This design comes from an exercise in tuning for small area on the open sky130 flow, not from production work. Function was checked by simulation only, so behaviour that the tests miss may differ from the original. Power is estimated from default activity; no workload was simulated.

## design/flow/config.mk

```make
export PLATFORM = sky130hd
export DESIGN_NAME = RISC
export DESIGN_NICKNAME = RISC
export VERILOG_FILES = /design/flow/design.v
export SDC_FILE = /design/flow/constraint.sdc
export NUM_CORES = 4
export LEC_CHECK = 0
export CAP_MARGIN = 20
export CORE_MARGIN = 2
export CORE_UTILIZATION = 40
export SLEW_MARGIN = 20
```

## design/flow/constraint.sdc

```tcl
create_clock -name core_clock -period 8.0 [get_ports {clk}]
set_input_delay 1.6000 -clock core_clock [delete_from_list [all_inputs] [get_ports {clk}]]
set_output_delay 1.6000 -clock core_clock [all_outputs]
set_load 0.01 [all_outputs]
```

## design/flow/design.v

```verilog
module register (r, rst, data, clk);
	output reg r;
	input rst,clk;
	input data;
    always @(posedge clk or negedge rst)
    begin
      if (rst==0)
	       begin
 	        r<=0;
         end
      else
        begin
          r<=data;
        end
    end
endmodule
module register3b (r, rst, data, clk);
	output reg [2:0] r;
	input rst,clk;
	input [2:0] data;
    always @(posedge clk or negedge rst)
    begin
      if (rst==0)
	       begin
 	        r[2:0]<= 3'b0;
         end
      else
        begin
          r[2:0]<=data[2:0];
        end
    end
endmodule
module register4b (r, rst, data, clk);
	output reg [3:0] r;
	input rst,clk;
	input [3:0] data;
   always @(posedge clk or negedge rst)
    begin
      if (rst==0)
	       begin
 	        r[3:0]<= 4'b0;
         end
      else
        begin
          r[3:0]<=data[3:0];
        end
    end
endmodule
module register32b (r, rst, data, clk);
	output reg [31:0] r;
	input rst,clk;
	input [31:0] data;
    always @(posedge clk or negedge rst)
    begin
      if (rst==0)
	       begin
 	        r[31:0]<= 32'b0;
         end
      else
        begin
          r[31:0]<=data[31:0];
        end
    end
endmodule
module ALU (alu_out, zero, funct, data1, data2);
	output zero;
	output reg [31:0] alu_out;
	input [31:0] data1,data2;
	input [2:0] funct;
assign zero=~(|alu_out);
always @(funct,data1,data2)
begin
  case (funct)
    3'b001: alu_out=data1+data2;
    3'B010: alu_out=data1-data2;
    3'b011: alu_out=data1&data2;
    3'b100:  alu_out=data1|data2;
    3'b101: alu_out=~data1;
    3'b110: alu_out=data1^data2;
    default:alu_out=32'b0;
  endcase
end
endmodule
module signextend (entrada,salida,tipo);
  input [27:0] entrada;
  input [1:0] tipo;
  output reg [31:0] salida;
  always @(entrada,tipo)   
  begin                    
    case (tipo)
      2'b00:   
			salida=entrada[16]?{15'b111111111111111,entrada[16:0]}:{15'b0,entrada[16:0]};
      2'b01:   
			salida=entrada[19]?{12'b111111111111,entrada[19:0]}:{12'b0,entrada[19:0]};
      2'b10:   
			salida=entrada[23]?{8'b11111111,entrada[23:0]}:{8'b0,entrada[23:0]};
      2'b11:   
			salida=entrada[27]?{4'b1111,entrada[27:0]}:{4'b0,entrada[27:0]};
    endcase
  end
endmodule
module decoder (mbs,negar,functout,RegWrite,MemtoReg,MemWrite,Branch,tipo,ALUsrc,opcode,functin);
input [2:0] functin;
input [3:0] opcode;
output reg RegWrite,MemtoReg,MemWrite,Branch,ALUsrc,mbs,negar;
output reg [2:0] functout;
output reg [1:0] tipo;
always @(opcode,functin)
begin
  case (opcode)
    4'b0000: begin
            RegWrite<=0;MemtoReg<=0;MemWrite<=0;Branch<=1;functout<=3'b010;tipo<=2'b00;ALUsrc<=0;mbs<=1;negar<=1;
          end
    4'b0001: begin
            RegWrite<=0;MemtoReg<=0;MemWrite<=0;Branch<=1;functout<=3'b010;tipo<=2'b00;ALUsrc<=0;mbs<=1;negar<=1;  
          end
    4'b0010: begin
            RegWrite<=0;MemtoReg<=0;MemWrite<=0;Branch<=1;functout<=3'b010;tipo<=2'b00;ALUsrc<=0;mbs<=1;negar<=0;  
          end
    4'b0011: begin
            RegWrite<=0;MemtoReg<=0;MemWrite<=0;Branch<=1;functout<=3'b010;tipo<=2'b00;ALUsrc<=0;mbs<=1;negar<=0;  
          end
    4'b0100: begin
            RegWrite<=0;MemtoReg<=0;MemWrite<=0;Branch<=1;functout<=3'b010;tipo<=2'b00;ALUsrc<=0;mbs<=0;negar<=1;
          end
    4'b0101: begin
            RegWrite<=0;MemtoReg<=0;MemWrite<=0;Branch<=1;functout<=3'b010;tipo<=2'b00;ALUsrc<=0;mbs<=0;negar<=1;
          end
    4'b0110: begin
            RegWrite<=0;MemtoReg<=0;MemWrite<=0;Branch<=1;functout<=3'b010;tipo<=2'b00;ALUsrc<=0;mbs<=0;negar<=0;
          end
    4'b0111: begin
            RegWrite<=0;MemtoReg<=0;MemWrite<=0;Branch<=1;functout<=3'b010;tipo<=2'b00;ALUsrc<=0;mbs<=0;negar<=0;
          end
    4'b1000: begin
            RegWrite<=1;MemtoReg<=0;MemWrite<=0;Branch<=0;functout<=functin;tipo<=2'b00;ALUsrc<=0;mbs<=0;negar<=0;
          end 
    4'b1001: begin
            RegWrite<=1;MemtoReg<=0;MemWrite<=0;Branch<=0;functout<=functin;tipo<=2'b00;ALUsrc<=1;mbs<=0;negar<=0;
          end
    4'b1010: begin
            RegWrite<=1;MemtoReg<=1;MemWrite<=0;Branch<=0;functout<=3'b001;tipo<=2'b00;ALUsrc<=1;mbs<=0;negar<=0;
          end
    4'b1011: begin
            RegWrite<=0;MemtoReg<=0;MemWrite<=1;Branch<=0;functout<=3'b001;tipo<=2'b00;ALUsrc<=1;mbs<=0;negar<=0;
          end
    4'b1100: begin
            RegWrite<=0;MemtoReg<=0;MemWrite<=0;Branch<=0;functout<=3'b000;tipo<=2'b00;ALUsrc<=1;mbs<=0;negar<=0;
          end
    4'b1101: begin
            RegWrite<=0;MemtoReg<=0;MemWrite<=0;Branch<=0;functout<=3'b000;tipo<=2'b00;ALUsrc<=1;mbs<=0;negar<=0;
          end
    4'b1110: begin
            RegWrite<=0;MemtoReg<=0;MemWrite<=0;Branch<=1;functout<=3'b001;tipo<=2'b01;ALUsrc<=1;mbs<=0;negar<=0;  
          end
    4'b1111: begin
            RegWrite<=0;MemtoReg<=0;MemWrite<=0;Branch<=1;functout<=3'b001;tipo<=2'b10;ALUsrc<=0;mbs<=0;negar<=0;  
          end
  endcase    
end
endmodule
module bancoreg (addrr, addrw, write, datain, dataout,rst,clk);    
	input [3:0] addrr,addrw;
	input write,rst,clk;
	input [31:0] datain;
	output reg [31:0] dataout;
	reg [511:0] memo;
	 always @(posedge clk or negedge rst)
	   begin
	     if (rst==0)
	       memo <= 512'b0;
	     else if (write==1)
	       memo[addrw*32 +: 32] <= datain[31:0];
	   end
	 always @(posedge clk)
	   begin
	     if (rst==1)
	       dataout[31:0] <= (write==1 && addrw==addrr) ? datain[31:0] : memo[addrr*32 +: 32];
	   end
endmodule
module IF (PCout,PCin);  
  input [31:0] PCin;
  output reg [31:0] PCout; 
  always @(PCin)
  begin
    PCout=PCin+1;
  end
endmodule
module ID (mbs,negar,jump,dato1,dato2,destinoWrOut,inm_ext,RegWriteout,MemtoReg,MemWrite,Branch,ALUsrc,funct,PCout,Instruccion,PCin,RegWritein,dataWr,destinoWrIn,rst,clk);
  input RegWritein,rst,clk;
  input [3:0] destinoWrIn;
  input [31:0] Instruccion,PCin,dataWr;
  output [31:0] dato1,dato2,inm_ext,PCout;
  output [3:0] destinoWrOut;
  output RegWriteout,MemtoReg,MemWrite,Branch,ALUsrc,mbs,negar;
  output jump;  
  output [2:0] funct;
  wire [1:0] tipo;
  decoder decodificador (
  .mbs(mbs),
  .negar(negar),
  .functout(funct),
  .RegWrite(RegWriteout),
  .MemtoReg(MemtoReg),
  .MemWrite(MemWrite),
  .Branch(Branch),
  .tipo(tipo),
  .ALUsrc(ALUsrc),
  .opcode(Instruccion[31:28]),
  .functin(Instruccion[19:17]));
  bancoreg rs (
  .addrr((Instruccion[31:28]==4'b1110)?Instruccion[27:24]:Instruccion[23:20]), 
  .addrw(destinoWrIn), 
  .write(RegWritein), 
  .datain(dataWr), 
  .dataout(dato1),
  .rst(rst),
  .clk(clk));
  bancoreg rt (
  .addrr(((Instruccion[31:28]==4'b1011)||(~Instruccion[31]))?Instruccion[27:24]:Instruccion[16:13]),
  .addrw(destinoWrIn), 
  .write(RegWritein), 
  .datain(dataWr), 
  .dataout(dato2),
  .rst(rst),
  .clk(clk));
  signextend extensor (
  .entrada(Instruccion[27:0]),
  .salida(inm_ext),
  .tipo(tipo));
  assign jump=Instruccion[31];  
  assign destinoWrOut=Instruccion[27:24];
  assign PCout=PCin;
endmodule
module EX (PCout,dataWrMem,destinoWrOut,zeroOut,alu_out,RegWriteOut,MemtoRegOut,MemWriteOut,BranchOut,RegWriteIn,MemtoRegIn,MemWriteIn,BranchIn,funct,ALUsrc,dato1,dato2,destinoWrIn,inm_ext,jump,negar,mbs,PCin);
input [31:0] dato1,dato2,inm_ext,PCin;
input [3:0] destinoWrIn;
output [3:0] destinoWrOut; 
input negar,mbs,jump,RegWriteIn,MemtoRegIn,MemWriteIn,BranchIn,ALUsrc;
input [2:0] funct;
output RegWriteOut,MemtoRegOut,MemWriteOut,BranchOut;
output zeroOut;
output [31:0] alu_out,dataWrMem,PCout;
wire zero;
ALU alu (
.alu_out(alu_out), 
.zero(zero), 
.funct(funct), 
.data1(MemWriteIn?dato2:dato1), 
.data2(ALUsrc?inm_ext:dato2));
assign PCout=jump?(ALUsrc?(dato1+inm_ext):inm_ext):(PCin+inm_ext);  
assign dataWrMem=dato1;  
assign RegWriteOut=RegWriteIn;
assign MemtoRegOut=MemtoRegIn;
assign MemWriteOut=MemWriteIn;
assign BranchOut=BranchIn;
assign destinoWrOut=destinoWrIn;
assign zeroOut=mbs?(zero?~zero:(negar?~mbs:mbs)):(negar?~zero:zero);
endmodule
module MEM (PCout,alu_outWB,PCsrc,RegWriteOut,MemtoRegOut,destinoWrOut,zero,alu_outMEM,destinoWrIn,RegWriteIn,MemtoRegIn,BranchIn,PCin,jump);
  input jump,zero,RegWriteIn,MemtoRegIn,BranchIn;
  input [31:0] alu_outMEM,PCin;
  input [3:0] destinoWrIn;
  output RegWriteOut,MemtoRegOut,PCsrc;
  output [3:0] destinoWrOut;
  output [31:0] PCout,alu_outWB;
  assign alu_outWB=alu_outMEM;
  assign PCout=jump?alu_outMEM:PCin;
  assign PCsrc=jump?BranchIn:(BranchIn&zero);
  assign RegWriteOut=RegWriteIn;
  assign MemtoRegOut=MemtoRegIn;
  assign destinoWrOut=destinoWrIn;
endmodule
module WB (RegWriteOut,destinoWrOut,res,data_mem,alu_out,destinoWrIn,RegWriteIn,MemtoRegIn);
  input [31:0] alu_out,data_mem;
  input RegWriteIn,MemtoRegIn;
  input [3:0] destinoWrIn;
  output RegWriteOut;
  output [31:0] res;
  output [3:0] destinoWrOut;
  assign RegWriteOut=RegWriteIn;
  assign destinoWrOut=destinoWrIn;
  assign res=MemtoRegIn?data_mem:alu_out;
endmodule
module RISC (destinoWrWB,escribir,PCsrc,result,PCoutMEM,NReset,clk,alu_outMEM,WriteDataInMEM,datoMemOut,InstruccionIn,PCinIF,MemWriteInMEM);
  input [31:0] datoMemOut,InstruccionIn;
  input NReset,clk;
  output escribir,PCsrc,MemWriteInMEM;
  output [3:0] destinoWrWB;
  output [31:0] result,PCoutMEM,alu_outMEM,PCinIF,WriteDataInMEM;
  wire [31:0] InstruccionIn,PCoutIF,PCinIF;
  wire [31:0] InstruccionOut,inm_extID,PCinID,PCoutID;
  wire [3:0] destinoWrOutID;
  wire mbsID,negarID,jumpID,RegWriteoutID,MemtoRegID,MemWriteID,BranchID,ALUsrcID;
  wire [2:0] functID;
  wire [31:0] dato1EX,dato2EX,inm_extEX,PCinEX,PCoutEX,dataWrMemEX,alu_outEX;
  wire [3:0] destinoWrInEX,destinoWrOutEX;
  wire [2:0] functEX;
  wire RegWriteOutEX,RegWriteInEX,MemtoRegOutEX,MemtoRegInEX,MemWriteOutEX,MemWriteInEX,BranchOutEX,BranchInEX,ALUsrcEX,zeroEX,jumpEX,negarEX,mbsEX;
  wire BranchInMEM,jumpMEM,zeroMEM,MemWriteInMEM,MemWriteOutMEM,RegWriteInMEM,RegWriteOutMEM,MemtoRegInMEM,MemtoRegOutMEM;
  wire [3:0] destinoWrInMEM,destinoWrOutMEM;
  wire [31:0] datoMemOut,PCinMEM,WriteDataInMEM,alu_outWB1;
  wire [31:0] data_mem,alu_outWB2;
  wire [3:0] destinoWrInWB;
  wire RegWriteInWB,MemtoRegInWB;
  IF IF (
  .PCout(PCoutIF),
  .PCin(PCinIF));
  ID ID (
  .mbs(mbsID),
  .negar(negarID),
  .jump(jumpID),
  .dato1(dato1EX),
  .dato2(dato2EX),
  .destinoWrOut(destinoWrOutID),
  .inm_ext(inm_extID),
  .RegWriteout(RegWriteoutID),
  .MemtoReg(MemtoRegID),
  .MemWrite(MemWriteID),
  .Branch(BranchID),
  .ALUsrc(ALUsrcID),
  .funct(functID),
  .PCout(PCoutID),
  .Instruccion(InstruccionOut),
  .PCin(PCinID),
  .RegWritein(escribir),
  .dataWr(result),
  .destinoWrIn(destinoWrWB),
  .rst(NReset),
  .clk(clk));
  EX EX (
  .PCout(PCoutEX),
  .dataWrMem(dataWrMemEX),
  .destinoWrOut(destinoWrOutEX),
  .zeroOut(zeroEX),
  .alu_out(alu_outEX),
  .RegWriteOut(RegWriteOutEX),
  .MemtoRegOut(MemtoRegOutEX),
  .MemWriteOut(MemWriteOutEX),
  .BranchOut(BranchOutEX),
  .RegWriteIn(RegWriteInEX),
  .MemtoRegIn(MemtoRegInEX),
  .MemWriteIn(MemWriteInEX),
  .BranchIn(BranchInEX),
  .funct(functEX),
  .ALUsrc(ALUsrcEX),
  .dato1(dato1EX),
  .dato2(dato2EX),
  .destinoWrIn(destinoWrInEX),
  .inm_ext(inm_extEX),
  .jump(jumpEX),
  .negar(negarEX),
  .mbs(mbsEX),
  .PCin(PCinEX));
  MEM MEM(
  .PCout(PCoutMEM),
  .alu_outWB(alu_outWB1),
  .PCsrc(PCsrc),
  .RegWriteOut(RegWriteOutMEM),
  .MemtoRegOut(MemtoRegOutMEM),
  .destinoWrOut(destinoWrOutMEM),
  .zero(zeroMEM),
  .alu_outMEM(alu_outMEM),
  .destinoWrIn(destinoWrInMEM),
  .RegWriteIn(RegWriteInMEM),
  .MemtoRegIn(MemtoRegInMEM),
  .BranchIn(BranchInMEM),
  .PCin(PCinMEM),
  .jump(jumpMEM));
  WB WB(
  .RegWriteOut(escribir),
  .destinoWrOut(destinoWrWB),
  .res(result),
  .data_mem(data_mem),
  .alu_out(alu_outWB2),
  .destinoWrIn(destinoWrInWB),
  .RegWriteIn(RegWriteInWB),
  .MemtoRegIn(MemtoRegInWB));
  register32b regPC_IFtoIF(
  .r(PCinIF), 
  .rst(NReset),
  .data(PCsrc?PCoutMEM:PCoutIF), 
  .clk(clk));
  register32b regPC_IFtoID(
  .r(PCinID), 
  .rst(NReset),
  .data(PCoutIF), 
  .clk(clk));
  register32b regInstr_IFtoID(
  .r(InstruccionOut), 
  .rst(NReset),
  .data(InstruccionIn), 
  .clk(clk));
  register4b regdestinoWr_IDtoEX(
  .r(destinoWrInEX), 
  .rst(NReset),
  .data(destinoWrOutID), 
  .clk(clk));
  register32b regInmediato_IDtoEX(
  .r(inm_extEX), 
  .rst(NReset),
  .data(inm_extID), 
  .clk(clk));
  register32b regPC_IDtoEX(
  .r(PCinEX), 
  .rst(NReset),
  .data(PCoutID), 
  .clk(clk));
  register regmbs_IDtoEX(
  .r(mbsEX), 
  .rst(NReset),
  .data(mbsID), 
  .clk(clk));
  register regnegar_IDtoEX(
  .r(negarEX), 
  .rst(NReset),
  .data(negarID), 
  .clk(clk));
  register regjump_IDtoEX(
  .r(jumpEX), 
  .rst(NReset),
  .data(jumpID), 
  .clk(clk));
  register regRegWrite_IDtoEX(
  .r(RegWriteInEX), 
  .rst(NReset),
  .data(RegWriteoutID), 
  .clk(clk));
  register regMemtoReg_IDtoEX(
  .r(MemtoRegInEX), 
  .rst(NReset),
  .data(MemtoRegID), 
  .clk(clk));
  register regMemWrite_IDtoEX(
  .r(MemWriteInEX), 
  .rst(NReset),
  .data(MemWriteID), 
  .clk(clk));
  register regBranch_IDtoEX(
  .r(BranchInEX), 
  .rst(NReset),
  .data(BranchID), 
  .clk(clk));
  register regALUsrc_IDtoEX(
  .r(ALUsrcEX), 
  .rst(NReset),
  .data(ALUsrcID), 
  .clk(clk));
  register3b regfunct_IDtoEX(
  .r(functEX), 
  .rst(NReset),
  .data(functID), 
  .clk(clk));
  register32b regPC_EXtoMEM(
  .r(PCinMEM), 
  .rst(NReset),
  .data(PCoutEX), 
  .clk(clk));
  register32b regdataWrMem_EXtoMEM(
  .r(WriteDataInMEM), 
  .rst(NReset),
  .data(dataWrMemEX), 
  .clk(clk));
  register4b regdestinoWr_EXtoMEM(
  .r(destinoWrInMEM), 
  .rst(NReset),
  .data(destinoWrOutEX), 
  .clk(clk));
  register regJump_EXtoMEM(
  .r(jumpMEM), 
  .rst(NReset),
  .data(jumpEX), 
  .clk(clk));
  register regzero_EXtoMEM(
  .r(zeroMEM), 
  .rst(NReset),
  .data(zeroEX), 
  .clk(clk));
  register regRegWrite_EXtoMEM(
  .r(RegWriteInMEM), 
  .rst(NReset),
  .data(RegWriteOutEX), 
  .clk(clk));
  register regMemtoReg_EXtoMEM(
  .r(MemtoRegInMEM), 
  .rst(NReset),
  .data(MemtoRegOutEX), 
  .clk(clk));
  register regMemWrite_EXtoMEM(
  .r(MemWriteInMEM), 
  .rst(NReset),
  .data(MemWriteOutEX), 
  .clk(clk));
  register regBranch_EXtoMEM(
  .r(BranchInMEM), 
  .rst(NReset),
  .data(BranchOutEX), 
  .clk(clk));
  register32b regalu_out_EXtoMEM(
  .r(alu_outMEM), 
  .rst(NReset),
  .data(alu_outEX), 
  .clk(clk));
  register32b regALU_out_MEMtoWB(
  .r(alu_outWB2), 
  .rst(NReset),
  .data(alu_outWB1), 
  .clk(clk));
  register32b regData_mem_out_MEMtoWB(
  .r(data_mem), 
  .rst(NReset),
  .data(datoMemOut), 
  .clk(clk));
  register regRegWrite_MEMtoWB(
  .r(RegWriteInWB), 
  .rst(NReset),
  .data(RegWriteOutMEM), 
  .clk(clk));
  register regMemtoReg_MEMtoWB(
  .r(MemtoRegInWB), 
  .rst(NReset),
  .data(MemtoRegOutMEM), 
  .clk(clk));
  register4b regdestinoWr_MEMtoWB(
  .r(destinoWrInWB), 
  .rst(NReset),
  .data(destinoWrOutMEM), 
  .clk(clk));
endmodule
```

## design/flow/run.sh

```bash
#!/bin/bash
# synth_recipe.tcl (not shown) runs the flow's synth.tcl, then flattens the netlist and writes it again
# the make line also repeats each setting of config.mk as NAME=value (left out here)
make -C /OpenROAD-flow-scripts/flow DESIGN_CONFIG=/design/flow/config.mk WORK_HOME=/design/flow/orfs CLKGATE_MAP_FILE= SYNTH_SCRIPT=/design/flow/synth_recipe.tcl finish
```

==> run notes <==
The insertion delay to the later sink of the worst-skew pair came out at 800 ps. The worst register-to-register path begins at regALUsrc_IDtoEX.r. The post-CTS setup buffer count came out at 0. The minimum clock period after layout came out at 6510 ps. The area taken by multi-input logic gates is 27900 sq um. The type of the tightest min-delay check is reg2reg. The number of pins exceeding their max-slew limit in the final report is 0.

Summed over its instances, the top area cell type makes up 51.9% of the synthesized netlist area. For this run, design rule violations remaining after detail routing come to 0. In this run the worst path has a maximum fanout of 20. The depth of the worst register-to-register path is 21.

The worst endpoint data arrival time is 7180 ps. The remaining max-slew budget at the tightest pin is 22.5%. The H-tree depth is 4. The maximum number of pins on one net before global-route repair came out at 180. The number of nets in the synthesized netlist is 6509. The slew of the pin with the lowest slew margin came out at 1150 ps. After routing the design area is 76300 sq um.

STA classifies the critical path startpoint as a register. The number of cells on the worst hold path is 0. Leaving out fill and tap cells, the most frequent cell in the layout is dfrtp_1.

The leakage component of the power came out at 33.3 nW. The tree built by TritonCTS fans out to 1435 sinks. Of the cells placed in the final design, the portion with a size suffix greater than 1 is 11.9%. Of all flip-flops after synthesis, the portion carrying an async set or reset was 95.5%. Setup repair after global routing left no endpoint under its margin.

In the routed layout, each cell is associated on average with a via count of 5.56. At the end of routability-driven placement, the weighted congestion stood at 0.962. The count of antenna-violating nets left after detailed routing came out at 0.

The final layout contains 6530 nets. In this run the most critical hold path is launched from regPC_IFtoID.r[19]. Of all cell types, the one taking the most synthesized area is dfrtp_1.

The post-synthesis sequential element count came out at 1435. The first global-routing pass estimated 308000 microns of wire. The smallest hold slack came out at 337 ps.

The hold-critical path endpoint is regPC_IDtoEX.r[19]. The cell area after technology mapping is 66000 sq um. The wire length reported by the detailed router came out at 205000 microns. Signal routing reaches up to met5. Setup slack on the worst reg-to-reg path comes out at 1490 ps.

The number of max-cap violations is 0. The via count of the routed design is 48000. The area of the die is 168000 sq um. The detailed-routed wire length on met3 came out at 13700 microns. The most frequently used flop master after synthesis is dfrtp_1. The final setup violation count came out at 0. The average cell area after synthesis is 10.5 sq um. The sequential cell area in the final layout is 36200 sq um. Yosys mapped a number of flops with a built-in enable equal to 64. Data on the critical path is required at its endpoint by 8670 ps. The maximum buffer depth of the clock tree is 3. Input and output buffers added on the ports amount to 232.

The CTS tree is done. The first TritonRoute pass finished after 8 iterations. The count of hold buffers inserted by post-cts repair is 0. The x dimension of the die came out at 410 microns. The number of hold-slack violations in the final timing report came out at 0. 233 I/O pins were placed. The floorplan step defined a core boundary enclosing 164000 sq um. Measured on the finished design, the core utilization comes to 46.4%. The endpoint identified for the worst register-to-register timing path is regzero_EXtoMEM.r.

The wire length on met1 came out at 91500 microns. The total of fill cells in the finished design is 15200. The number of instances resized during post-cts repair is 0. For this block, the initial DRC count from the detailed router was 4436. STA classifies the critical path endpoint as a register. After synthesis, the cell types taking the most area are dfrtp_1 (52%), a21oi_1 (8.7%), mux4_2 (8.7%).

The post-synthesis cell type count came out at 81. The worst clock skew on the final layout is 25.3 ps. The global-route congestion overflow total came out at 0. The cell count after synthesis came out at 6279. The timing-limited maximum frequency came out at 154 MHz. The number of warnings issued by yosys is 9. The CTS buffer count is 157. VDD sags by at most 0.249 mV.

The setup total negative slack came out at 0 ps. Clock tree synthesis selected as its root buffer the cell clkbuf_16. From synthesis to final layout, the design area changed by 15.6%. The number of global-route vias before repair is 47500. The power density over the cells is 331 nW/um^2. The worst setup path is of the reg2reg kind. The number of placement rows came out at 149. Global routing used 24.3% of the available tracks across all layers. The largest registers in the layout are ID.rs.memo (512), ID.rt.memo (512). In the layout the commonest cells are dfrtp_1 (1368), nor2_1 (1221), a21oi_1 (1153). In this run the vertical extent of the chip is 410 microns. The final HPWL from detailed placement is 132000 microns. The average detailed-routed wire length per instance is 23.7 microns. The initial utilization of the core area, before any placement, comes to 40.2%. The register area share after synthesis is 54.9%.

The number of antenna violations at the first check in global routing is 9. The run finished with no timing, DRC or antenna violations. After detailed routing, the met2 layer carries 92800 microns of wire. The share of the clock period used by the worst path is 81.4%. The clock slew seen by the registers of the worst setup and hold paths came out at 60 ps.

The placed instances occupy a cell area of 70900 sq um.
-- power by group --
group          switching, mW  internal [mW]  leakage, nW  total (mW)
registers               1.33           9.36         17.8        10.7
logic                   3.91           3.20         12.9        7.11
clock network           3.07           4.37         2.59        7.45
-- metal layers --
layer  track usage [%]  up-vias
met5                 0        -
met4              8.05        4
met3              4.26      345
met2              37.4     1566
met1              34.7    24100
li1                  -    21900
-- through the flow --
| step | power (mW) | cells | setup slack [ps] |
|---|---|---|---|
| finish | 25.3 | 8623 | 1490 |
| global route | 26.6 | 8617 | 966 |
| CTS | 25.3 | 8614 | 1510 |
| detailed placement | 17.8 | 8327 | 1520 |
| global placement | 17.6 | 8326 | 1540 |
| floorplan | 15.0 | 6279 | 2720 |
-- critical path: stages, from the launching register on --
cell and delay [ps]:
dfrtp_2 740, mux2i_1 500, inv_2 80, nor2_1 180, nand3_1 140, nor3_1 550, nand2_1 240, o21ai_0 260
xnor2_1 120, ha_1 430, and4_1 290, nand2_1 90, o211ai_1 150, o31ai_1 550, o211ai_1 250, a221oi_1 560
xor2_1 220, o211ai_1 120, or3_1 410, nor3_2 190, mux2i_1 250, nor3_2 70
-- cell usage after synthesis (7+ instances only) --
master,n
and4_1,12
nor3_1,33
xnor2_1,90
o31ai_1,11
o211ai_1,20
ha_1,161
a22oi_1,18
a21oi_1,1153
o21bai_1,8
mux2_2,52
o21a_1,12
nor4_1,9
o21ai_1,13
a31oi_1,15
a22o_1,9
a211o_1,7
and3_1,20
inv_1,145
nand3_1,131
inv_2,10
buf_1,48
nand4_1,18
buf_2,16
a311oi_1,37
and2_1,42
o22ai_1,16
xor2_1,47
mux4_2,256
edfxtp_1,64
clkbuf_1,428
dfrtp_1,1371
nor2_1,1233
or3_1,12
nand2_1,310
mux2i_1,93
o21ai_0,116
nor2b_1,20
a21o_1,64
nand2b_1,18
a2111oi_0,8
a211oi_1,49
-- worst max path at each step --
stage                              to  cells past startpoint          startpoint
floorplan           regzero_EXtoMEM.r                     25  regALUsrc_IDtoEX.r
global placement    regzero_EXtoMEM.r                     21  regALUsrc_IDtoEX.r
detailed placement  regzero_EXtoMEM.r                     21  regALUsrc_IDtoEX.r
CTS                 regzero_EXtoMEM.r                     21  regALUsrc_IDtoEX.r
global route        regzero_EXtoMEM.r                     21  regALUsrc_IDtoEX.r
finish              regzero_EXtoMEM.r                     21  regALUsrc_IDtoEX.r
-- area by class of cell --
class,count,share of cell area (%)
inverters,155,0.762
multi-input cells,4192,36.6
clock inverters,57,0.910
diodes,6,0.0197
clock buffers,230,6.04
well taps,2189,3.59
repair buffers,359,4.62
flip-flops and latches,1435,47.5
-- cells by family (layout without fill, tap and decap cells) --
| kind of cell | Yosys count | after routing | synth area share [%] |
|---|---|---|---|
| and+or+nand+nor | 1888 | 1888 | 11.8 |
| muxes | 402 | 402 | 11.0 |
| buffers and inverters | 652 | 801 | 3.78 |
| adders and majority gates | 164 | 164 | 3.14 |
| AOI/OAI and AO/OA | 1601 | 1601 | 13.5 |
| DFF | 1435 | 1435 | 54.9 |
| xor gates and xnor gates | 137 | 137 | 1.82 |
| other | 0 | 6 | 0 |

==> separate check: timing with driven ports <==
No port has a modelled driver above. Below, the same layout with a new extraction and two added sets of constraints.
Step 1 assumes that a clkbuf_16 drives the clock port and a buf_2 every other input.
Step 2 moves the port delays by t, midway between the first and last clock arrival at a register: inputs arrive t later, outputs are due t later. That takes back most of the time a late clock gives input paths.
Three values: ideal, step 1, step 2; two values: the first two.
t (ns): 0.866
slack for setup (ns): 1.491 / 1.491 / 1.491
worst setup path after step 2: register to register
After both steps this run still meets setup and hold. For this run, drivers alone change the setup slack by 0.000 ns; drivers and shift together by 0.000 ns.
